This design comes from an exercise in tuning for small area, a short achievable clock period and few clock cycles per item on the open sky130 flow, not from production work.
At most, simulation tests tie the RTL to the original design; equivalence was not proved.
No functional check of the RTL was part of runs 1 to 3.
Power is estimated from default activity; no workload was simulated.

`design/flow/flow/run.sh`:
```
#!/bin/bash
# Standard synthesis, unchanged; then the standard layout with port buffers
# that the resizer may resize (no footprint matching).
set -e
bash standard.sh synth > synth.log 2>&1
bash standard.sh MATCH_CELL_FOOTPRINT=0 "BUFFER_PORTS_ARGS=-buffer_cell sky130_fd_sc_hd__buf_4" finish > layout.log 2>&1
```
`design/flow/standard.sh`:
```
#!/bin/bash
# synth_recipe.tcl (not shown) runs the flow's synth.tcl, then flattens the netlist and writes it again
# the make line also repeats each setting of config.mk as NAME=value (left out here)
make -C /OpenROAD-flow-scripts/flow DESIGN_CONFIG=/design/flow/config.mk WORK_HOME=/design/flow/orfs CLKGATE_MAP_FILE= SYNTH_SCRIPT=/design/flow/synth_recipe.tcl "${@:-finish}"
```
`design/flow/config.mk`:
```
export PLATFORM = sky130hd
export DESIGN_NAME = divider
export DESIGN_NICKNAME = divider
export VERILOG_FILES = /design/flow/design.v
export SDC_FILE = /design/flow/constraint.sdc
export NUM_CORES = 4
export LEC_CHECK = 0
export ABC_AREA = 1
export CAP_MARGIN = 20
export CORE_MARGIN = 2
export CORE_UTILIZATION = 45
export CTS_CLUSTER_DIAMETER = 80
export CTS_CLUSTER_SIZE = 30
export GPL_TIMING_DRIVEN = 0
export PLACE_DENSITY = 0.6
export SETUP_SLACK_MARGIN = 3.3
export SLEW_MARGIN = 20
```
`design/flow/constraint.sdc`:
```
create_clock -name core_clock -period 5.5 [get_ports {i_sclk}]
set_input_delay 1.1000 -clock core_clock [delete_from_list [all_inputs] [get_ports {i_sclk}]]
set_output_delay 1.1000 -clock core_clock [all_outputs]
set_load 0.01 [all_outputs]
```
`design/flow/design.v`:
```
`timescale 10ns / 100ps
module divider #
(
    parameter   [16:0] REGMASK = (17'b1_1111_1111_1110_1000),
    parameter   [16:0] FASTMASK = (17'b1_1111_0000_0000_0000)
)(
    input           i_rstn          ,
    input           i_sclk          ,
    input           i_input_valid   ,
    input   [15:0]  i_dividend      ,
    input   [15:0]  i_divisor       ,
    output          o_output_valid  ,
    output  [15:0]  o_quotient      ,
    output  [15:0]  o_remainder
);
    wire    [15:0]  w_rem [0:16];
    wire    [15:0]  w_aq  [0:16];    
    wire    [15:0]  w_dvs [0:16];
    wire    [16:0]  w_vld;
    wire    [15:0]  s_rem [0:16];
    wire    [15:0]  s_aq  [0:16];
    wire    [15:0]  s_dvs [0:16];
    wire    [16:0]  s_vld;
    assign w_rem[0] = 16'd0;
    assign w_aq[0]  = i_dividend;
    assign w_dvs[0] = i_divisor;
    assign w_vld[0] = i_input_valid;
    genvar k;
    generate for (k = 0; k <= 16; k = k + 1) begin : stage
        if (k >= 1) begin : row
            wire    [k-1:0] x  = (k == 1) ? s_aq[k-1][15] : {s_rem[k-1][k-2 >= 0 ? k-2 : 0:0], s_aq[k-1][15]};
            wire    [k-1:0] bl = s_dvs[k-1][k-1:0];
            localparam integer L = 7;                  
            wire    [k-1:0] gi = x & ~bl;            
            wire    [k-1:0] ti = x | ~bl;            
            wire    [k-1:0] gg [0:L];
            wire    [k-1:0] pp [0:L];
            assign gg[0] = {gi[k-1:1], 1'b1};
            assign pp[0] = {ti[(k > 1 ? k-2 : 0):0], 1'b0};
            genvar l, j;
            for (l = 0; l < L; l = l + 1) begin : lvl
                for (j = 0; j < k; j = j + 1) begin : bt
                    localparam integer s  = (l < 4) ? l : 6 - l;
                    localparam integer ok = FASTMASK[k] ? (l < 4 && ((j >> l) & 1))
                                          : (l < 4) ? ((j + 1) % (2 << s) == 0)
                                          : ((j + 1) % (2 << s) == (1 << s) && j >= (2 << s));
                    if (ok) begin : comb
                        localparam integer m = FASTMASK[k] ? ((j >> l) << l) - 1 : j - (1 << s);
                        assign gg[l+1][j] = gg[l][j] | (pp[l][j] & gg[l][m]);
                        assign pp[l+1][j] = pp[l][j] & pp[l][m];
                    end else begin : pass
                        assign gg[l+1][j] = gg[l][j];
                        assign pp[l+1][j] = pp[l][j];
                    end
                end
            end
            wire    [k:0]   c  = {ti & gg[L], 1'b1};
            wire            hz = (k == 16) ? 1'b1 : ~|(s_dvs[k-1] >> k);
            wire            q  = hz & c[k];
            wire    [k-1:0] r  = x ^ ({k{q}} & ~(bl ^ c[k-1:0]));
            assign w_rem[k] = {{(16-k){1'b0}}, r};
            assign w_aq[k]  = {s_aq[k-1][14:0], q};
            assign w_dvs[k] = s_dvs[k-1];
            assign w_vld[k] = s_vld[k-1];
        end
        if (REGMASK[k]) begin : pipe
            reg         r_vld;
            reg [15:0]  r_aq;
            always @(posedge i_sclk or negedge i_rstn)
                if (!i_rstn) r_vld <= 1'b0;
                else         r_vld <= w_vld[k];
            always @(posedge i_sclk)
                r_aq <= w_aq[k];
            assign s_vld[k] = r_vld;
            assign s_aq[k]  = r_aq;
            if (k >= 1) begin : rem
                reg [k-1:0] r_rem;
                always @(posedge i_sclk)
                    r_rem <= w_rem[k][k-1:0];
                assign s_rem[k] = {{(16-k){1'b0}}, r_rem};
            end else begin : norem
                assign s_rem[k] = 16'd0;
            end
            if (k < 16) begin : dvs
                reg [15:0] r_dvs;
                always @(posedge i_sclk)
                    r_dvs <= w_dvs[k];
                assign s_dvs[k] = r_dvs;
            end else begin : nodvs
                assign s_dvs[k] = 16'd0;
            end
        end else begin : thru
            assign s_vld[k] = w_vld[k];
            assign s_aq[k]  = w_aq[k];
            assign s_rem[k] = w_rem[k];
            assign s_dvs[k] = w_dvs[k];
        end
    end
    endgenerate
    assign o_output_valid = s_vld[16];
    assign o_quotient     = s_aq[16];
    assign o_remainder    = s_rem[16];
endmodule
```
==> metrics.md, run 1 <==
| Metric | Value |
|---|---|
| First-pass DRT Iterations | `5` |
| CTS HTree Levels | `1` |
| Area grow syn2layout | `11.71%` |
| Setup violators final | `0` |
| Final hold violation count | `0` |
| GRT Total Usage | `13.32%` |
| Worst rel slew slack | `41.25%` |
| Fin cells | `around 2.6k` |
| Synth Instances | `1949` |
| Peak supply drop | `~0.00023 V` |
| Reg2Reg Capture Point | `stage[15].pipe.rem.r_rem[7]$_DFF_P_` |
| Clock power share | `29.1%` |
| Most used cell, CP | `nand2_1` |
| Delay of the slowest cell on the worst path | `between 0.2 and 0.3 ns` |
| Final Max Slew Viols | `0` |
| Worst-case reg-to-reg path depth | `11` |
| Final setup TNS | `0 ns` |
| CP Launch Type | `input port` |
| Run status | `timing/DRC/antenna clean` |
| P_leak | `9.459 nW` |
| Post-place setup slack | `2.828 ns` |
| Min Tclk post-route | `between 2 and 2.5 ns` |
| CTS max path bufs | `3` |
| Largest net degree at the start of global routing | `32` |
| Vias per cell | `about 4.6` |
| Root cell of the clock tree | `clkbuf_16` |
| Yosys top cell area share | `59.23%` |
| Total wire length | `27750 um` |
| Crit path arrival time | `2.68 ns` |
| Reg2reg setup slack | `about 3.5 ns` |
| Num rows | `73` |
| Final Cell Area | `roughly 20000 um2` |
| Layout cells sized above 1 | `between 10% and 20%` |
| Syn. warnings | `2` |
| TritonCTS Buffers | `24` |
| Gr ovfl total | `0` |
| Period utilisation layout | `39.46%` |
| Starting Density | `45.32%` |
| I/O pin total | `68` |
| Worst Setup SP | `i_divisor[7]` |
| Clock skew | `roughly 0.017 ns` |
| Die Width | `203.3 um` |
| Syn nets | `approximately 2.0k` |
| Syn Area/Cell | `9.174 um2` |
| Skew-Pair Late Insertion Delay | `0.57 ns` |
| Post-Synthesis Cell Area | `17880 um2` |
| Slowest CP cell | `nor3_2` |
| Crit path to | `stage[3].pipe.rem.r_rem[0]$_DFF_P_` |
| Hold path depth | `0` |
| RSZ-0062 raised after global routing | `yes` |
| EDFF count, synth | `0` |
| Kind of critical path | `input port to register` |
| Die footprint | `a little over 40000 um2` |
| Hold bufs inserted after CTS | `0` |
| Critical path, cell by cell | `buf_4 > nor2_4 > nand4_1 > nor3_2 > o2111ai_1 > nand2_1 > nand2_1 > nand2_2 > nand2_1 > nand2_2 > inv_2 > nand3_1 > nand2_1 > nand2_1` |
| Sequential element share of the synthesized area | `61.05%` |
| Clk sinks | `542` |
| Final Worst Setup Slack | `3.330 ns` |
| Via count | `approximately 12k` |
| Dominant cell type by area after synthesis | `dfxtp_1` |
| Die H | `203.3 um` |
| Netlist cell types | `54` |
| Clock transition at path regs | `approximately 0.1 ns` |
| Worst Tran Pin Value | `0.8794 ns` |
| Placed Cells | `~2.5k` |
| Post-DP HPWL | `20930 um` |
| Inserted Diodes | `0` |
| Post-route DRC | `0` |
| Top FF cell, synth | `dfxtp_1` |
| Post-DRT Antenna Nets | `0` |
| Int Power | `5.519 mW` |
| Top cells by area, synth | `dfxtp_1 59%, nand2_1 9.8%, inv_1 5.5%, xor2_1 4.9%, nand3_1 2.9%` |
| Combinational power share | `between 10% and 20%` |
| HP Class | `register to register` |
| PortBufs | `67` |
| Critical Path End Type | `register` |
| Initial antenna violation count | `0` |
| Switch Pwr | `1.897 mW` |
| Core Region | `39460 um2` |
| Vias in the first global route | `10.87k` |
| CTS tree | `yes` |
| Synthesis-stage register bit count | `between 500 and 600` |
| Synth top cells by count | `529 x dfxtp_1, 469 x nand2_1, 263 x inv_1` |
| Required time worst endpoint | `about 6 ns` |
| Global-route wire length before repair | `46610 um` |
| Global placer's final weighted congestion | `approximately 0.87` |
| PwrDens | `371.3 nW/um2` |
| Most numerous cell in the Yosys netlist | `dfxtp_1` |
| # nets final | `2082` |
| Sw Ratio | `around a quarter` |
| Wire per inst | `10.75 um` |
| Cell Area, Placed | `19090 um2` |
| Initial DRC Count | `439` |
| Reg-to-Reg Start | `stage[14].pipe.dvs.r_dvs[4]$_DFF_P_` |
| Fmax | `460.8 MHz` |
| Critical path peak fanout | `3` |
| MaxCap Viol Count | `0` |
| Sequential Power Share | `58.2%` |
| Post-synth ARST share | `2.399%` |
==> critical path: cells and delay by family <==
family	cells	cell delay [ns]
buffers and inverters	2	0.17
AO/OA/AOI/OAI	1	0.14
AND/OR/NAND/NOR	11	1.27
==> power by group through the flow <==
stage          logic (mW)  clock network [mW]  registers [mW]
6_report            0.946                2.15            4.31
5_1_grt              1.08                2.40            4.35
4_1_cts             0.928                2.26            4.32
3_5_place_dp        0.926                   0            4.41
3_3_place_gp        0.891                   0            4.40
2_1_floorplan       0.656                   0            4.40
==> placed cells by master, fill, tap and decap left out, drive strengths merged <==
master | synthesis | routed
o221a | 1 | 1
o21ai | 123 | 123
bufinv | 0 | 2
a221oi | 4 | 4
nor3b | 1 | 1
nand3b | 7 | 7
or2 | 12 | 12
nand2 | 494 | 494
buf | 6 | 78
clkinvlp | 0 | 1
xor2 | 101 | 101
clkinv | 2 | 4
a311oi | 4 | 4
o2111ai | 1 | 1
o211ai | 8 | 8
o21bai | 4 | 4
inv | 276 | 281
o221ai | 3 | 3
o21a | 1 | 1
nor3 | 8 | 8
a22oi | 4 | 4
nand3 | 111 | 111
nand4 | 34 | 34
xnor2 | 21 | 21
dfrtp | 13 | 13
o22ai | 15 | 15
a21boi | 5 | 5
dfxtp | 529 | 529
nor4 | 10 | 10
or4 | 3 | 3
a211oi | 1 | 1
nor2 | 115 | 115
a31oi | 3 | 3
a21oi | 24 | 24
clkbuf | 0 | 26
a21o | 5 | 5
==> layout make-up <==
class / instances / area (um2)
Clock buffer: 26 / 629.4
Inverter: 278 / 1064
Multi-Input combinational cell: 1123 / 5951
Clock inverter: 10 / 161.4
Sequential cell: 542 / 10920
Timing Repair Buffer: 72 / 541.8
Fill cell: 3651 / 19480
Buffer: 6 / 53.80
Tap cell: 525 / 656.9
==> state kept, by name (all words and copies together), names as in the netlist <==
name                  count
stage.pipe.dvs.r_dvs    192
stage.pipe.r_aq         208
stage.pipe.r_vld         13
stage.pipe.rem.r_rem    129
==> worst min-delay path by stage <==
| stage | end | slack (ns) | start |
|---|---|---|---|
| finish | stage[14].pipe.r_aq[15]$_DFF_P_ | 0.32 | stage[13].pipe.r_aq[14]$_DFF_P_ |
| global route | stage[14].pipe.r_aq[15]$_DFF_P_ | 0.32 | stage[13].pipe.r_aq[14]$_DFF_P_ |
| CTS | stage[11].pipe.r_vld$_DFF_PN0_ | 0.32 | i_rstn |
| detailed placement | stage[10].pipe.r_aq[4]$_DFF_P_ | 0.31 | stage[9].pipe.r_aq[3]$_DFF_P_ |
| global placement | stage[11].pipe.r_aq[8]$_DFF_P_ | 0.31 | stage[10].pipe.r_aq[7]$_DFF_P_ |
| floorplan | stage[10].pipe.r_aq[10]$_DFF_P_ | 0.31 | stage[9].pipe.r_aq[9]$_DFF_P_ |
==> per-stage QoR <==
stage | total power [mW] | utilization, % | hold WS, ns
3_5_place_dp | 5.333 | 48.38 | 0.3121
6_report | 7.415 | 50.62 | 0.3183
4_1_cts | 7.504 | 50.39 | 0.3248
2_1_floorplan | 5.058 | - | 0.3096
3_3_place_gp | 5.294 | 48.38 | 0.3097
5_1_grt | 7.830 | 50.62 | 0.3241
==> logic make-up (layout without fill, tap and decap cells) <==
group,after synthesis,in the layout,synth area share (%)
xor+xnor,122,122,5.976
buf+inv,284,392,6.193
simple gates,795,795,19.62
flops,542,542,61.05
compound gates,206,206,7.165
==> layer usage <==
layer	up-vias	share of wire [%]	track usage [%]
met3	68	3.2	1.918
met5	-	0	0
met4	0	4.5	6.908
li1	6315	-	-
met1	5215	40	13.64
met2	156	52	26.01
==> what timing repair did <==
action	CTS	global route
setup endpoints to repair	1	31
resized for setup	1	21
buffers inserted	0	4
gates cloned	0	1
pin swaps	0	9
==> run 2, diff against run 1 <==
--- a/design/flow/design.v
+++ b/design/flow/design.v
@@ -3,4 +3,5 @@
 (
-    parameter   [16:0] REGMASK = (17'b1_1111_1111_1110_1000),
-    parameter   [16:0] FASTMASK = (17'b1_1111_0000_0000_0000)
+    parameter   [16:0] REGMASK = (17'b1_1111_1111_1010_1000),
+    parameter   [16:0] FASTMASK = (17'b0_0000_0000_1111_0000),
+    parameter   [16:0] HZMASK = (17'b0_0000_0000_1111_0000)
 )(
@@ -23,2 +24,3 @@
     wire    [16:0]  s_vld;
+    wire    [16:0]  hzf;             
     assign w_rem[0] = 16'd0;
@@ -57,3 +59,3 @@
             wire    [k:0]   c  = {ti & gg[L], 1'b1};
-            wire            hz = (k == 16) ? 1'b1 : ~|(s_dvs[k-1] >> k);
+            wire            hz = (k == 16) ? 1'b1 : HZMASK[k] ? hzf[k] : ~|(s_dvs[k-1] >> k);
             wire            q  = hz & c[k];
@@ -83,2 +85,11 @@
             end
+            genvar h;
+            for (h = k + 1; h < 16; h = h + 1) begin : hzreg
+                if (HZMASK[h] && ((REGMASK >> (k + 1)) & ((17'd1 << (h - k - 1)) - 17'd1)) == 17'd0) begin : r
+                    reg r_hz;
+                    always @(posedge i_sclk)
+                        r_hz <= ~|(w_dvs[k] >> h);
+                    assign hzf[h] = r_hz;
+                end
+            end
             if (k < 16) begin : dvs
--- a/design/flow/config.mk
+++ b/design/flow/config.mk
@@ -13,3 +13,2 @@
 export CTS_CLUSTER_SIZE = 30
-export GPL_TIMING_DRIVEN = 0
 export PLACE_DENSITY = 0.6
==> run 2 against run 1 <==
Net effect:
- still clean
- combinational power is 0.8% lower
- register-to-register slack worse by 0.19 ns
- via count is 0.82% lower
- hold slack better by 0.0088 ns
- die area is 6.2% lower
- sequential power is 6.3% lower
- global-route usage is 1.2 points higher
- critical path type is now register to register
- largest power group unchanged
==> metrics.md, run 2 <==
| Metric | Value |
|---|---|
| Run status | `timing/DRC/antenna clean (unchanged)` |
| Synth top cells by count | `495 x dfxtp_1, 492 x nand2_1, 241 x inv_1 (was 529 x dfxtp_1, 469 x nand2_1, 263 x inv_1)` |
| Synth Instances | `1868 (was 1949)` |
| Reg-to-Reg Start | `stage[5].pipe.dvs.r_dvs[1]$_DFF_P_ (was stage[14].pipe.dvs.r_dvs[4]$_DFF_P_)` |
| Post-DP HPWL | `20040 um (was 20930 um)` |
| Sequential cell area | `10250 um2 (was 10920 um2)` |
| Syn Area/Cell | `8.969 um2 (was 9.174 um2)` |
| Min-Delay Startpoint | `stage[13].pipe.r_aq[13]$_DFF_P_ (was stage[13].pipe.r_aq[14]$_DFF_P_)` |
| Synth Area in Adders | `0% (unchanged)` |
| Met3 Use GR | `2.122% (was 1.918%)` |
| Kind of critical path | `register to register (was input port to register)` |
| Post-place setup slack | `2.534 ns (was 2.828 ns)` |
| P_leak | `9.393 nW (was 9.459 nW)` |
| Starting Density | `45.77% (was 45.32%)` |
| Root cell of the clock tree | `clkbuf_16 (unchanged)` |
| Syn nets | `1903 (was 1984)` |
| Vias per cell | `4.671 (was 4.552)` |
| Busiest metal layer after global routing | `met2 (unchanged)` |
| Num rows | `70 (was 73)` |
| Worst rel slew slack | `21.70% (was 41.25%)` |
| Reg with most FFs | `stage.pipe.r_aq (unchanged)` |
| Skew-Pair Late Insertion Delay | `0.56 ns (was 0.57 ns)` |
| Critical path peak fanout | `7 (was 3)` |
| Final setup TNS | `0 ns (unchanged)` |
| Final Cell Area | `19890 um2 (was 19970 um2)` |
| Global-route wire length before repair | `46940 um (was 46610 um)` |
| Synth Area in XOR/XNOR | `5.855% (was 5.976%)` |
| HP Class | `register to register (unchanged)` |
| Layout cells sized above 1 | `18.89% (was 10.89%)` |
| Period utilisation layout | `40.09% (was 39.46%)` |
| Worst Tran Pin Value | `1.174 ns (was 0.8794 ns)` |
| Hold WS | `0.3271 ns (was 0.3183 ns)` |
| Top FF cell, synth | `dfxtp_1 (unchanged)` |
| MaxCap Viol Count | `0 (unchanged)` |
| Commonest non-fill, non-tap cell in the layout | `dfxtp_1 (unchanged)` |
| Met1 Use GR | `16.14% (was 13.64%)` |
| Buf/Inv on CP | `2 (unchanged)` |
| GRT Total Usage | `14.53% (was 13.32%)` |
| EDFF count, synth | `0 (unchanged)` |
| I/O pin total | `68 (unchanged)` |
| Gr ovfl total | `0 (unchanged)` |
| # nets final | `2049 (was 2082)` |
| Total Power | `7.066 mW (was 7.415 mW)` |
| Via count | `11.66k (was 11.75k)` |
| Synth Area in Simple Gates | `19.19% (was 19.62%)` |
| Post-DRT Antenna Nets | `0 (unchanged)` |
| Global placer's final weighted congestion | `0.8662 (was 0.8737)` |
| Wire per inst | `11.94 um (was 10.75 um)` |
| Max FFs per register | `192 (was 208)` |
| Hold EP | `stage[14].pipe.r_aq[14]$_DFF_P_ (was stage[14].pipe.r_aq[15]$_DFF_P_)` |
| Hold bufs inserted after CTS | `0 (unchanged)` |
| Crit path arrival time | `2.66 ns (was 2.68 ns)` |
| Mux cell area share after synthesis | `0% (unchanged)` |
| Most numerous cell in the Yosys netlist | `dfxtp_1 (unchanged)` |
| Setup violators final | `0 (unchanged)` |
| Die Width | `197.0 um (was 203.3 um)` |
| Vias in the first global route | `10.63k (was 10.87k)` |
| Slowest CP cell | `dfxtp_4 (was nor3_2)` |
| Top cells by area, synth | `dfxtp_1 59%, nand2_1 11%, inv_1 5.4%, xor2_1 5.0%, o21ai_0 3.6% (was dfxtp_1 59%, nand2_1 9.8%, inv_1 5.5%, xor2_1 4.9%, nand3_1 2.9%)` |
| Clock transition at path regs | `0.10 ns (about the same)` |
| First-pass DRT Iterations | `5 (unchanged)` |
| Final Max Slew Viols | `0 (unchanged)` |
| Reg2Reg Capture Point | `stage[7].pipe.rem.r_rem[5]$_DFF_P_ (was stage[15].pipe.rem.r_rem[7]$_DFF_P_)` |
| Critical Path End Type | `register (unchanged)` |
| Most frequent cells in the layout | `472 x dfxtp_1, 447 x nand2_1, 228 x inv_1 (was 528 x dfxtp_1, 465 x nand2_1, 262 x inv_1)` |
| Largest net degree at the start of global routing | `32 (unchanged)` |
| CTS max path bufs | `3 (unchanged)` |
| Cell Area, Placed | `17820 um2 (was 19090 um2)` |
| Peak supply drop | `0.0002520 V (was 0.0002341 V)` |
| Critical path, cell by cell | `inv_4 > nand2_1 > nand2_2 > nand2_4 > nand2_4 > nand2_8 > a21boi_4 > nand2_2 > nand2_2 > nand2_2 > nand2_4 > inv_6 > nor2_4 > nand2_4 > a21oi_4 > nand3_2 > nand2_1 > nand2_1 (was buf_4 > nor2_4 > nand4_1 > nor3_2 > o2111ai_1 > nand2_1 > nand2_1 > nand2_2 > nand2_1 > nand2_2 > inv_2 > nand3_1 > nand2_1 > nand2_1)` |
| Worst-case reg-to-reg path depth | `18 (was 11)` |
| CP Launch Type | `register (was input port)` |
| Post-synth ARST share | `2.367% (was 2.399%)` |
| Final hold violation count | `0 (unchanged)` |
| Multi-input gate area | `6274 um2 (was 5951 um2)` |
| Yosys top cell area share | `59.14% (was 59.23%)` |
| Total wire length | `29810 um (was 27750 um)` |
| Post-Synthesis Cell Area | `16750 um2 (was 17880 um2)` |
| CTS tree | `yes (unchanged)` |
| Compound-gate portion of the synthesized area | `7.908% (was 7.165%)` |
| Fmax | `453.5 MHz (was 460.8 MHz)` |
| RSZ-0062 raised after global routing | `yes (unchanged)` |
| Delay of the slowest cell on the worst path | `0.38 ns (was 0.29 ns)` |
| Number of fill cells | `3259 (was 3651)` |
| Initial antenna violation count | `0 (unchanged)` |
| Reg2reg setup slack | `3.30 ns (was 3.49 ns)` |
| Post-route DRC | `0 (unchanged)` |
| Required time worst endpoint | `5.95 ns (was 6.01 ns)` |
| CTS HTree Levels | `1 (unchanged)` |
| Die footprint | `38790 um2 (was 41350 um2)` |
| Die H | `197.0 um (was 203.3 um)` |
| Dominant cell type by area after synthesis | `dfxtp_1 (unchanged)` |
| Family with the most delay on the worst path | `simple AND/OR/NAND/NOR gates (unchanged)` |
| Netlist cell types | `52 (was 54)` |
| Clk sinks | `507 (was 542)` |
| Met2 GRT Util | `28.02% (was 26.01%)` |
| Hold path depth | `0 (unchanged)` |
| Main combinational cell family by area after synthesis | `simple AND/OR/NAND/NOR gates (unchanged)` |
| Final Worst Setup Slack | `3.295 ns (was 3.330 ns)` |
| Initial DRC Count | `490 (was 439)` |
| Sequential element share of the synthesized area | `60.94% (was 61.05%)` |
| TritonCTS Buffers | `24 (unchanged)` |
| Syn. warnings | `2 (unchanged)` |
| Top Registers | `stage.pipe.r_aq x192, stage.pipe.dvs.r_dvs x176, stage.pipe.rem.r_rem x123 (was stage.pipe.r_aq x208, stage.pipe.dvs.r_dvs x192, stage.pipe.rem.r_rem x129)` |
| PwrDens | `355.2 nW/um2 (was 371.3 nW/um2)` |
| Area grow syn2layout | `18.73% (was 11.71%)` |
| PortBufs | `67 (unchanged)` |
| Synthesis-stage register bit count | `507 (was 542)` |
| Core Region | `36610 um2 (was 39460 um2)` |
| Min Tclk post-route | `2.205 ns (was 2.170 ns)` |
| Clock skew | `0.01964 ns (was 0.01655 ns)` |
[run 2: changes by cell type after synthesis, moves of 6 or more]
cell,change
dfxtp_1,-34
o21ai_1,+20
nand3_1,-14
inv_1,-22
nor2_2,-6
buf_2,+7
nand4_1,-15
o21ai_2,-10
nor2_1,-16
xor2_1,-6
nand2_1,+23
nor4_1,-6
o21ai_0,+24
nand2_2,-7
[run 2: per-stage QoR]
step | cells | util (%)
after floorplan | 1868 | -
after global placement | 2394 | 48.69
after detailed placement | 2394 | 48.69
after CTS | 2466 | 52.28
after global routing | 2495 | 54.33
final | 2496 | 54.34
[run 2: worst max path at each step]
stage | endpoint | slack (ns) | depth (start not counted) | from
finish | stage[7].pipe.rem.r_rem[5]$_DFF_P_ | 3.30 | 18 | stage[5].pipe.dvs.r_dvs[1]$_DFF_P_
detailed placement | stage[3].pipe.r_aq[0]$_DFF_P_ | 2.53 | 13 | i_divisor[5]
global placement | stage[3].pipe.r_aq[0]$_DFF_P_ | 2.60 | 11 | i_divisor[11]
floorplan | stage[3].pipe.r_aq[0]$_DFF_P_ | 3.15 | 12 | i_divisor[7]
CTS | stage[12].pipe.rem.r_rem[7]$_DFF_P_ | 3.28 | 16 | stage[11].pipe.dvs.r_dvs[0]$_DFF_P_
global route | stage[7].pipe.rem.r_rem[5]$_DFF_P_ | 3.18 | 20 | stage[5].pipe.dvs.r_dvs[1]$_DFF_P_
[run 2: per-layer routing]
metal / wire length [um] / part of all wire (%)
met1: 12320 / 41
met2: 15830 / 53
met3: 895 / 3.0
met4: 765 / 2.6
met5: 0 / 0
[run 2: final cells by class]
cell class / count / area share (%)
diodes: 1 / 0.01258
clock buffers: 29 / 3.321
clock inverters: 10 / 0.7233
inverters: 257 / 5.038
multi-input cells: 1103 / 31.54
flip-flops and latches: 507 / 51.54
well taps: 468 / 2.944
repair buffers: 119 / 4.812
repair inverters: 2 / 0.06919
[run 2: worst register-to-register path, stage by stage, from the launching register on]
cell	delay, ns
dfxtp_4	0.38
inv_4	0.06
nand2_1	0.06
nand2_2	0.11
nand2_4	0.07
nand2_4	0.10
nand2_8	0.07
a21boi_4	0.17
nand2_2	0.09
nand2_2	0.08
nand2_2	0.07
nand2_4	0.10
inv_6	0.04
nor2_4	0.11
nand2_4	0.07
a21oi_4	0.25
nand3_2	0.10
nand2_1	0.11
nand2_1	0.07
[run 2: logic make-up (layout without fill, tap and decap cells)]
family,count (synthesis),count (layout)
buffers and inverters,266,417
XOR/XNOR,112,112
other,0,1
flip-flops,507,507
AND/OR/NAND/NOR,753,760
AO/OA/AOI/OAI,230,231
[run 2: what timing repair did]
item / CTS / global route
pin swaps: 27 / 73
gates resized for setup: 71 / 172
cloned: 6 / 4
setup buffers: 27 / 25
endpoints found under the setup margin: 97 / 129
[run 2: report_power, final]
part | leakage [nW] | internal [mW] | switching, mW | total, mW
Combinational | 4.73 | 0.392 | 0.546 | 0.938
Sequential | 4.27 | 3.90 | 0.138 | 4.04
Clock | 0.393 | 0.913 | 1.18 | 2.09
Total | 9.39 | 5.21 | 1.86 | 7.07
==> run 3, diff against run 2 <==
--- a/design/flow/design.v
+++ b/design/flow/design.v
@@ -3,5 +3,5 @@
 (
-    parameter   [16:0] REGMASK = (17'b1_1111_1111_1010_1000),
-    parameter   [16:0] FASTMASK = (17'b0_0000_0000_1111_0000),
-    parameter   [16:0] HZMASK = (17'b0_0000_0000_1111_0000)
+    parameter   [16:0] REGMASK = (17'b1_1111_1110_1010_1000),
+    parameter   [16:0] FASTMASK = (17'b0_0000_0011_1111_0000),
+    parameter   [16:0] HZMASK = (17'b0_0000_0011_1111_0000)
 )(
==> run 3 against run 2 <==
Net effect:
- clock power is 8% lower
- critical path depth fell by 3
- first-iteration DRC count decreased by 5.3%
- sequential share of layout area shrank 4.8 points
- critical path type is now input port to register
- largest cell class unchanged
- highest routed layer unchanged
==> metrics.md, run 3 <==
| Metric | Value |
|---|---|
| First-pass DRT Iterations | `5 (unchanged)` |
| Period utilisation layout | `44.24% (was 40.09%)` |
| Number of fill cells | `3030 (was 3259)` |
| Via count | `12.06k (was 11.66k)` |
| Most numerous cell in the Yosys netlist | `nand2_1 (was dfxtp_1)` |
| CP Launch Type | `input port (was register)` |
| Buf/Inv on CP | `2 (unchanged)` |
| Num rows | `69 (was 70)` |
| Yosys top cell area share | `56.85% (was 59.14%)` |
| Required time worst endpoint | `5.93 ns (was 5.95 ns)` |
| Layout cells sized above 1 | `29.03% (was 18.89%)` |
| TritonCTS Buffers | `22 (was 24)` |
| P_leak | `9.626 nW (was 9.393 nW)` |
| Reg2reg setup slack | `3.15 ns (was 3.30 ns)` |
| Gr ovfl total | `0 (unchanged)` |
| Inserted Diodes | `0 (was 1)` |
| Post-DP HPWL | `20540 um (was 20040 um)` |
| Min-Delay Startpoint | `stage[7].pipe.dvs.r_dvs[10]$_DFF_P_ (was stage[13].pipe.r_aq[13]$_DFF_P_)` |
| Peak supply drop | `0.0002503 V (was 0.0002520 V)` |
| Delay of the slowest cell on the worst path | `0.38 ns (about the same)` |
| Syn Area/Cell | `8.695 um2 (was 8.969 um2)` |
| Worst Tran Pin Value | `0.7863 ns (was 1.174 ns)` |
| Dominant cell type by area after synthesis | `dfxtp_1 (unchanged)` |
| Area grow syn2layout | `26.36% (was 18.73%)` |
| Reg2Reg Capture Point | `stage[9].pipe.rem.r_rem[4]$_DFF_P_ (was stage[7].pipe.rem.r_rem[5]$_DFF_P_)` |
| MaxCap Viol Count | `0 (unchanged)` |
| Global-route wire length before repair | `48530 um (was 46940 um)` |
| Post-route DRC | `0 (unchanged)` |
| Family with the most delay on the worst path | `simple AND/OR/NAND/NOR gates (unchanged)` |
| Run status | `timing/DRC/antenna clean (unchanged)` |
| Synthesis-stage register bit count | `468 (was 507)` |
| Die footprint | `37290 um2 (was 38790 um2)` |
| Min Tclk post-route | `2.433 ns (was 2.205 ns)` |
| EDFF count, synth | `0 (unchanged)` |
| Reg with most FFs | `stage.pipe.r_aq (unchanged)` |
| Post-Synthesis Cell Area | `16090 um2 (was 16750 um2)` |
| Kind of critical path | `input port to register (was register to register)` |
| Post-synth ARST share | `2.350% (was 2.367%)` |
| HP Class | `register to register (unchanged)` |
| Sequential element share of the synthesized area | `58.56% (was 60.94%)` |
| Clk sinks | `468 (was 507)` |
| Top Registers | `stage.pipe.r_aq x176, stage.pipe.dvs.r_dvs x160, stage.pipe.rem.r_rem x115 (was stage.pipe.r_aq x192, stage.pipe.dvs.r_dvs x176, stage.pipe.rem.r_rem x123)` |
| Hold EP | `stage[9].pipe.dvs.r_dvs[10]$_DFF_P_ (was stage[14].pipe.r_aq[14]$_DFF_P_)` |
| Clock skew | `0.04449 ns (was 0.01964 ns)` |
| Final Worst Setup Slack | `3.067 ns (was 3.295 ns)` |
| Critical path peak fanout | `5 (was 7)` |
| Most used cell, CP | `nand2_1` |
| Critical path, cell by cell | `buf_8 > nor3_4 > inv_2 > nor4_4 > nand2_2 > nor2_4 > o2111ai_2 > nand2_1 > nand2_1 > nand2_2 > o21ai_2 > nand3_2 > nor2_1 > nand2_1 > nand2_1 (was inv_4 > nand2_1 > nand2_2 > nand2_4 > nand2_4 > nand2_8 > a21boi_4 > nand2_2 > nand2_2 > nand2_2 > nand2_4 > inv_6 > nor2_4 > nand2_4 > a21oi_4 > nand3_2 > nand2_1 > nand2_1)` |
| Initial antenna violation count | `0 (unchanged)` |
| Crit path arrival time | `2.86 ns (was 2.66 ns)` |
| Core Region | `35400 um2 (was 36610 um2)` |
| Slowest CP cell | `nor4_4 (was dfxtp_4)` |
| Clock transition at path regs | `0.10 ns (about the same)` |
| Vias per cell | `4.752 (was 4.671)` |
| Worst rel slew slack | `47.39% (was 21.70%)` |
| CTS max path bufs | `3 (unchanged)` |
| Initial DRC Count | `464 (was 490)` |
| Syn nets | `1886 (was 1903)` |
| Final core occ | `57.45% (was 54.34%)` |
| Final setup TNS | `0 ns (unchanged)` |
| Largest net degree at the start of global routing | `32 (unchanged)` |
| PortBufs | `67 (unchanged)` |
| Root cell of the clock tree | `clkbuf_16 (unchanged)` |
| Starting Density | `45.47% (was 45.77%)` |
| Commonest non-fill, non-tap cell in the layout | `dfxtp_1 (unchanged)` |
| PwrDens | `335.9 nW/um2 (was 355.2 nW/um2)` |
| Total wire length | `31000 um (was 29810 um)` |
| Total Power | `6.831 mW (was 7.066 mW)` |
| Synth Instances | `1851 (was 1868)` |
| Hold bufs inserted after CTS | `0 (unchanged)` |
| # nets final | `2101 (was 2049)` |
| Most frequent cells in the layout | `414 x dfxtp_1, 372 x nand2_1, 241 x inv_1 (was 472 x dfxtp_1, 447 x nand2_1, 228 x inv_1)` |
| Synth top cells by count | `479 x nand2_1, 457 x dfxtp_1, 266 x inv_1 (was 495 x dfxtp_1, 492 x nand2_1, 241 x inv_1)` |
| Skew-Pair Late Insertion Delay | `0.55 ns (was 0.56 ns)` |
| Reg-to-Reg Start | `stage[7].pipe.rem.r_rem[0]$_DFF_P_ (was stage[5].pipe.dvs.r_dvs[1]$_DFF_P_)` |
| Top FF cell, synth | `dfxtp_1 (unchanged)` |
| GRT Total Usage | `15.76% (was 14.53%)` |
| Worst-case reg-to-reg path depth | `20 (was 18)` |
| Die H | `193.1 um (was 197.0 um)` |
| Critical Path End Type | `register (unchanged)` |
| Final Max Slew Viols | `0 (unchanged)` |
| Hold path depth | `0 (unchanged)` |
| Setup violators final | `0 (unchanged)` |
| Final hold violation count | `0 (unchanged)` |
| Top cells by area, synth | `dfxtp_1 57%, nand2_1 11%, inv_1 6.2%, xor2_1 5.4%, nand3_1 4.4% (was dfxtp_1 59%, nand2_1 11%, inv_1 5.4%, xor2_1 5.0%, o21ai_0 3.6%)` |
| Post-place setup slack | `2.250 ns (was 2.534 ns)` |
| Wire per inst | `12.22 um (was 11.94 um)` |
| Vias in the first global route | `11.06k (was 10.63k)` |
| CTS tree | `yes (unchanged)` |
| I/O pin total | `68 (unchanged)` |
| RSZ-0062 raised after global routing | `yes (unchanged)` |
| CTS HTree Levels | `1 (unchanged)` |
| Syn. warnings | `2 (unchanged)` |
| Netlist cell types | `46 (was 52)` |
| Post-DRT Antenna Nets | `0 (unchanged)` |
| Max FFs per register | `176 (was 192)` |
| Global placer's final weighted congestion | `0.8479 (was 0.8662)` |
| Fmax | `410.9 MHz (was 453.5 MHz)` |
| Die Width | `193.1 um (was 197.0 um)` |
## run 3: cell types whose count changed after synthesis, sizes merged, moves of 17 or more
cell and delta:
dfxtp -38, inv +29, o21ai -45, nand3 +50, nor2 -23, nand4 +17
## run 3: final cells by class
class,instances,area (um2),area share [%]
Clock inverter,10,147.6,0.7260
Tap cell,461,576.8,2.836
Clock buffer,25,593.1,2.916
Timing Repair inverter,1,6.256,0.03076
Sequential cell,468,9503,46.73
Timing Repair Buffer,191,1534,7.543
Multi-Input combinational cell,1098,6872,33.79
Inverter,284,1105,5.433
## run 3: worst reg2reg max path, stage by stage, from the launching register on
cell and delay, ns:
dfxtp_4 0.38, inv_4 0.06, nand2_4 0.05, buf_4 0.13
buf_4 0.13, nand3_1 0.07, nand2_1 0.07, inv_1 0.10
nand3_1 0.13, nand2_1 0.09, nand3_1 0.10, nand2_1 0.11
inv_2 0.05, o21ai_4 0.08, nand2_2 0.08, nand2_2 0.10
nand2_4 0.08, buf_6 0.13, a21boi_4 0.23, nand3_1 0.10
nand2_1 0.07
## run 3: cell families (layout without fill, tap and decap cells)
kind of cell	Yosys count	in the layout	synth area share [%]
AND/OR/NAND/NOR	784	788	21.11
XOR/XNOR	121	121	6.585
flip-flops	468	468	58.56
AO/OA/AOI/OAI	188	189	6.927
buffers and inverters	290	511	6.826
## run 3: stage by stage
step / cell area (um2) / hold WS [ns] / std cells
floorplan: 16110 / 0.3096 / 1851
global placement: 17160 / 0.3095 / 2374
detailed placement: 17170 / 0.3121 / 2375
CTS: 19050 / 0.3288 / 2485
global route: 20340 / 0.3325 / 2538
finish: 20340 / 0.3251 / 2538
## run 3: what timing repair did
item / CTS / global route
setup buffers: 69 / 52
resized for setup: 195 / 265
gates cloned: 6 / 1
setup endpoints to repair: 108 / 125
pin swaps: 87 / 145
hold endpoints to repair: 0 / 0
## run 3: power breakdown
part           switching, mW  leakage (nW)  internal, mW
Sequential             0.138          3.94          3.61
Combinational          0.651          5.33         0.497
Clock                   1.07         0.356         0.864
## run 3: worst max-delay path by stage
stage                                       start                            endpoint  cells after the start
3_3_place_gp                        i_divisor[13]  stage[3].pipe.rem.r_rem[0]$_DFF_P_                     15
6_report                            i_divisor[15]  stage[3].pipe.rem.r_rem[1]$_DFF_P_                     15
3_5_place_dp                        i_divisor[13]  stage[3].pipe.rem.r_rem[0]$_DFF_P_                     15
2_1_floorplan                       i_divisor[13]  stage[3].pipe.rem.r_rem[0]$_DFF_P_                     14
5_1_grt        stage[7].pipe.dvs.r_dvs[0]$_DFF_P_  stage[9].pipe.rem.r_rem[4]$_DFF_P_                     20
4_1_cts                             i_divisor[15]  stage[3].pipe.rem.r_rem[0]$_DFF_P_                     15
## run 3: metal layers
layer	GRT usage (%)	wire, um	vias to the layer above
li1	-	-	6250
met1	16.62	12290	5529
met2	30.65	16270	201
met3	1.991	1016	81
met4	7.605	1428	0
met5	0	0	-
==> run 4, diff against run 3 <==
--- a/design/flow/design.v
+++ b/design/flow/design.v
@@ -3,5 +3,3 @@
 (
-    parameter   [16:0] REGMASK = (17'b1_1111_1110_1010_1000),
-    parameter   [16:0] FASTMASK = (17'b0_0000_0011_1111_0000),
-    parameter   [16:0] HZMASK = (17'b0_0000_0011_1111_0000)
+    parameter   [16:0] REGMASK = (17'b1_1111_1111_1110_1000)
 )(
@@ -24,3 +22,2 @@
     wire    [16:0]  s_vld;
-    wire    [16:0]  hzf;             
     assign w_rem[0] = 16'd0;
@@ -45,7 +42,6 @@
                     localparam integer s  = (l < 4) ? l : 6 - l;
-                    localparam integer ok = FASTMASK[k] ? (l < 4 && ((j >> l) & 1))
-                                          : (l < 4) ? ((j + 1) % (2 << s) == 0)
-                                          : ((j + 1) % (2 << s) == (1 << s) && j >= (2 << s));
+                    localparam integer ok = (l < 4) ? ((j + 1) % (2 << s) == 0)
+                                                    : ((j + 1) % (2 << s) == (1 << s) && j >= (2 << s));
                     if (ok) begin : comb
-                        localparam integer m = FASTMASK[k] ? ((j >> l) << l) - 1 : j - (1 << s);
+                        localparam integer m = j - (1 << s);
                         assign gg[l+1][j] = gg[l][j] | (pp[l][j] & gg[l][m]);
@@ -59,3 +55,3 @@
             wire    [k:0]   c  = {ti & gg[L], 1'b1};
-            wire            hz = (k == 16) ? 1'b1 : HZMASK[k] ? hzf[k] : ~|(s_dvs[k-1] >> k);
+            wire            hz = (k == 16) ? 1'b1 : ~|(s_dvs[k-1] >> k);
             wire            q  = hz & c[k];
@@ -85,11 +81,2 @@
             end
-            genvar h;
-            for (h = k + 1; h < 16; h = h + 1) begin : hzreg
-                if (HZMASK[h] && ((REGMASK >> (k + 1)) & ((17'd1 << (h - k - 1)) - 17'd1)) == 17'd0) begin : r
-                    reg r_hz;
-                    always @(posedge i_sclk)
-                        r_hz <= ~|(w_dvs[k] >> h);
-                    assign hzf[h] = r_hz;
-                end
-            end
             if (k < 16) begin : dvs
==> design/flow/flow/run.sh (replaced) <==
#!/bin/bash
# Standard synthesis, unchanged; then the standard layout with port buffers
# that the resizer may resize (no footprint matching): buf_4 on outputs,
# buf_2 on inputs. Each step's output goes to its own log here.
set -e
bash standard.sh synth > synth.log 2>&1
bash standard.sh MATCH_CELL_FOOTPRINT=0 "PRE_GLOBAL_PLACE_TCL=$PWD/flow/pre_gpl.tcl" finish > layout.log 2>&1
==> design/flow/flow/pre_gpl.tcl (new file) <==
# Output ports get a buf_4 each; the input ports then get a buf_2 each
# (global_place.tcl runs buffer_ports with BUFFER_PORTS_ARGS after this hook).
buffer_ports -outputs -buffer_cell sky130_fd_sc_hd__buf_4
set ::env(BUFFER_PORTS_ARGS) "-inputs -buffer_cell sky130_fd_sc_hd__buf_2"
==> run 4 against run 3 <==
Net effect:
- still clean
- worst setup slack improved by 0.22 ns
- combinational power decreased by 33%
- total power increased by 7.0%
- largest cell class unchanged
- cell area decreased by 3.1%
- area after synthesis increased by 9.8%
==> metrics.md, run 4 <==
| Metric | Value |
|---|---|
| Netlist cell types | `50 (was 46)` |
| Skew-Pair Late Insertion Delay | `0.57 ns (was 0.55 ns)` |
| Final Max Slew Viols | `0 (unchanged)` |
| Most numerous cell in the Yosys netlist | `dfxtp_1 (was nand2_1)` |
| Worst rel slew slack | `33.99% (was 47.39%)` |
| Kind of critical path | `input port to register (unchanged)` |
| HP Class | `register to register (unchanged)` |
| Area grow syn2layout | `11.46% (was 26.36%)` |
| Period utilisation layout | `40.22% (was 44.24%)` |
| Final core occ | `50.85% (was 57.45%)` |
| Setup violators final | `0 (unchanged)` |
| RSZ-0062 raised after global routing | `yes (unchanged)` |
| Starting Density | `45.62% (was 45.47%)` |
| Clock transition at path regs | `0.10 ns (about the same)` |
| Syn nets | `1952 (was 1886)` |
| Most frequent cells in the layout | `525 x dfxtp_1, 455 x nand2_1, 262 x inv_1 (was 414 x dfxtp_1, 372 x nand2_1, 241 x inv_1)` |
| Post-route DRC | `0 (unchanged)` |
| I/O pin total | `68 (unchanged)` |
| Synth Instances | `1917 (was 1851)` |
| Critical path, cell by cell | `buf_2 > nor2_2 > nand4_1 > nor3_2 > o2111ai_2 > nand2_1 > nand2_1 > nand3b_1 > nand2_2 > and2_4 > nand2_2 > nand2_1 (was buf_8 > nor3_4 > inv_2 > nor4_4 > nand2_2 > nor2_4 > o2111ai_2 > nand2_1 > nand2_1 > nand2_2 > o21ai_2 > nand3_2 > nor2_1 > nand2_1 > nand2_1)` |
| Top FF cell, synth | `dfxtp_1 (unchanged)` |
| Yosys top cell area share | `59.92% (was 56.85%)` |
| Required time worst endpoint | `5.96 ns (was 5.93 ns)` |
| Hold bufs inserted after CTS | `0 (unchanged)` |
| Reg2reg setup slack | `3.43 ns (was 3.15 ns)` |
| Num rows | `72 (was 69)` |
| Core Region | `38740 um2 (was 35400 um2)` |
| Mux cell area share after synthesis | `0% (unchanged)` |
| Crit path arrival time | `2.68 ns (was 2.86 ns)` |
| Peak supply drop | `0.0002248 V (was 0.0002503 V)` |
| Wire per inst | `11.29 um (was 12.22 um)` |
| Die footprint | `40870 um2 (was 37290 um2)` |
| GRT Total Usage | `13.71% (was 15.76%)` |
| Root cell of the clock tree | `clkbuf_16 (unchanged)` |
| Inserted Diodes | `0 (unchanged)` |
| Family with the most delay on the worst path | `simple AND/OR/NAND/NOR gates (unchanged)` |
| EDFF count, synth | `0 (unchanged)` |
| Number of fill cells | `3522 (was 3030)` |
| Post-synth ARST share | `2.399% (was 2.350%)` |
| Top cells by area, synth | `dfxtp_1 60%, nand2_1 9.8%, inv_1 5.6%, xor2_1 5.2%, o21ai_0 2.6% (was dfxtp_1 57%, nand2_1 11%, inv_1 6.2%, xor2_1 5.4%, nand3_1 4.4%)` |
| Main combinational cell family by area after synthesis | `simple AND/OR/NAND/NOR gates (unchanged)` |
| Run status | `timing/DRC/antenna clean (unchanged)` |
| CTS max path bufs | `3 (unchanged)` |
| Max FFs per register | `208 (was 176)` |
| Post-DP HPWL | `20770 um (was 20540 um)` |
| Final setup TNS | `0 ns (unchanged)` |
| Synthesis-stage register bit count | `542 (was 468)` |
| First-pass DRT Iterations | `4 (was 5)` |
| Via count | `11.44k (was 12.06k)` |
| PortBufs | `67 (unchanged)` |
| Syn Area/Cell | `9.219 um2 (was 8.695 um2)` |
| Global-route wire length before repair | `47320 um (was 48530 um)` |
| Clk sinks | `542 (was 468)` |
| Min Tclk post-route | `2.212 ns (was 2.433 ns)` |
| Synth Area in XOR/XNOR | `6.442% (was 6.585%)` |
| Gr ovfl total | `0 (unchanged)` |
| Sequential cell area | `10920 um2 (was 9503 um2)` |
| MaxCap Viol Count | `0 (unchanged)` |
| Die Width | `202.2 um (was 193.1 um)` |
| Critical Path End Type | `register (unchanged)` |
| Post-Synthesis Cell Area | `17670 um2 (was 16090 um2)` |
| Slowest CP cell | `nor3_2 (was nor4_4)` |
| Synth top cells by count | `529 x dfxtp_1, 462 x nand2_1, 263 x inv_1 (was 479 x nand2_1, 457 x dfxtp_1, 266 x inv_1)` |
| Commonest non-fill, non-tap cell in the layout | `dfxtp_1 (unchanged)` |
| PwrDens | `371.0 nW/um2 (was 335.9 nW/um2)` |
| Critical path peak fanout | `4 (was 5)` |
| Synth Area in Adders | `0% (unchanged)` |
| Syn. warnings | `2 (unchanged)` |
| Sequential element share of the synthesized area | `61.76% (was 58.56%)` |
| CTS HTree Levels | `1 (unchanged)` |
| Vias in the first global route | `10.70k (was 11.06k)` |
| Layout cells sized above 1 | `10.15% (was 29.03%)` |
| P_leak | `9.269 nW (was 9.626 nW)` |
| Most used cell, CP | `nand2_1 (unchanged)` |
| Total wire length | `28540 um (was 31000 um)` |
| Global placer's final weighted congestion | `0.7963 (was 0.8479)` |
| Fmax | `452.1 MHz (was 410.9 MHz)` |
| Final hold violation count | `0 (unchanged)` |
| Delay of the slowest cell on the worst path | `0.32 ns (was 0.38 ns)` |
| TritonCTS Buffers | `25 (was 22)` |
| CP Launch Type | `input port (unchanged)` |
| Compound-gate portion of the synthesized area | `6.704% (was 6.927%)` |
| CTS tree | `yes (unchanged)` |
| Synth Area in Simple Gates | `18.82% (was 21.11%)` |
| Multi-input gate area | `5871 um2 (was 6872 um2)` |
| Die H | `202.2 um (was 193.1 um)` |
| Clock skew | `0.02098 ns (was 0.04449 ns)` |
| Dominant cell type by area after synthesis | `dfxtp_1 (unchanged)` |
| Initial antenna violation count | `1 (was 0)` |
| Initial DRC Count | `416 (was 464)` |
| Top Registers | `stage.pipe.r_aq x208, stage.pipe.dvs.r_dvs x192, stage.pipe.rem.r_rem x129 (was stage.pipe.r_aq x176, stage.pipe.dvs.r_dvs x160, stage.pipe.rem.r_rem x115)` |
| # nets final | `2030 (was 2101)` |
| Largest net degree at the start of global routing | `32 (unchanged)` |
| Buf/Inv on CP | `1 (was 2)` |
| Vias per cell | `4.524 (was 4.752)` |
| Worst Tran Pin Value | `0.9880 ns (was 0.7863 ns)` |
| Reg with most FFs | `stage.pipe.r_aq (unchanged)` |
| Post-DRT Antenna Nets | `0 (unchanged)` |
run 4: repair_timing:
action	4_1_cts	5_1_grt
pin swaps	1	19
endpoints found under the setup margin	22	90
gates resized for setup	5	49
cloned	0	4
buffers inserted	2	19
run 4: metal layers:
layer / GRT usage, % / routed length (um)
met1: 16.25 / 12550
met2: 25.42 / 14520
met3: 1.725 / 761
met4: 4.797 / 710
met5: 0 / 0
run 4: power by group:
part / internal, mW / total [mW] / switching, mW
combinational: 0.302 / 0.769 / 0.468
sequential: 4.18 / 4.35 / 0.174
clock: 0.950 / 2.19 / 1.24
total: 5.43 / 7.31 / 1.88
run 4: cell families (layout without fill, tap and decap cells):
kind of cell | after synthesis | count (layout)
AND/OR/NAND/NOR | 748 | 752
flip-flops | 542 | 542
buffers and inverters | 287 | 376
AO/OA/AOI/OAI | 210 | 210
XOR/XNOR | 130 | 130
run 4: per-stage QoR:
stage | hold slack (ns) | setup slack (ns) | instance area, um2 | total power [mW] | cells
after floorplan | 0.3096 | 3.223 | 17700 | 5.003 | 1917
after global placement | 0.3096 | 2.941 | 18460 | 5.136 | 2461
after detailed placement | 0.3121 | 2.823 | 18460 | 5.166 | 2461
after CTS | 0.3288 | 3.313 | 19330 | 7.358 | 2505
after global routing | 0.3232 | 3.209 | 19700 | 7.712 | 2528
final | 0.3230 | 3.288 | 19700 | 7.309 | 2528
run 4: final cells by class:
cell class / instances / share of cell area (%)
clock buffers: 30 / 3.322
clock inverters: 12 / 0.8511
inverters: 278 / 5.386
multi-input cells: 1092 / 29.80
flip-flops and latches: 542 / 55.44
well taps: 518 / 3.290
repair buffers: 56 / 1.912
run 4: final timing paths:
check | start | to | cells after the start
worst max-delay path | i_divisor[9] | stage[3].pipe.rem.r_rem[0]$_DFF_P_ | 12
max in group asynchronous | i_rstn | stage[3].pipe.r_vld$_DFF_PN0_ | 1
worst min-delay path | stage[6].pipe.r_aq[14]$_DFF_P_ | stage[7].pipe.r_aq[15]$_DFF_P_ | 0
min in group asynchronous | i_rstn | stage[16].pipe.r_vld$_DFF_PN0_ | 1
worst max register to register | stage[10].pipe.dvs.r_dvs[14]$_DFF_P_ | stage[11].pipe.rem.r_rem[4]$_DFF_P_ | 5
worst min register to register | stage[6].pipe.r_aq[14]$_DFF_P_ | stage[7].pipe.r_aq[15]$_DFF_P_ | 0
Testbench counts of run 4, summed over its fixed seeds: cycles 16,104, items 16,000.

afterwards: timing with drivers on the ports:
The results above use ideal ports. As a check the final layouts listed here were re-extracted and re-timed, cells and wires unchanged. Step 1 assumes that a clkbuf_16 drives the clock port and a buf_2 every other input. Step 2 adds t to the input delays and takes it off the output delays; t is the mean of the earliest and latest rising clock arrival at the registers after step 1. Input paths then give back, and output paths get back, about the clock's delay inside the block. Slacks: ideal ports / drivers / drivers and shift; pairs: ideal ports / drivers.
run	t (ns)	slack for setup (ns)	hold WS [ns]	latest minus earliest clock arrival (ns)	cell pins on the clock port's net
run 1	0.615	3.330 / 3.280 / 2.745	0.318 / 0.318 / 0.318	0.019 / 0.019	1
run 2	0.603	3.295 / 3.286 / 2.752	0.327 / 0.327 / 0.327	0.020 / 0.021	1
run 3	0.581	3.067 / 3.078 / 2.497	0.325 / 0.325 / 0.325	0.044 / 0.044	1
run 4	0.615	3.288 / 3.322 / 2.708	0.323 / 0.323 / 0.323	0.026 / 0.025	1
After both steps every run listed still meets setup and hold. The setup slack of run 1, which loses most, moves by -0.050 ns with the drivers and by -0.585 ns with both steps.
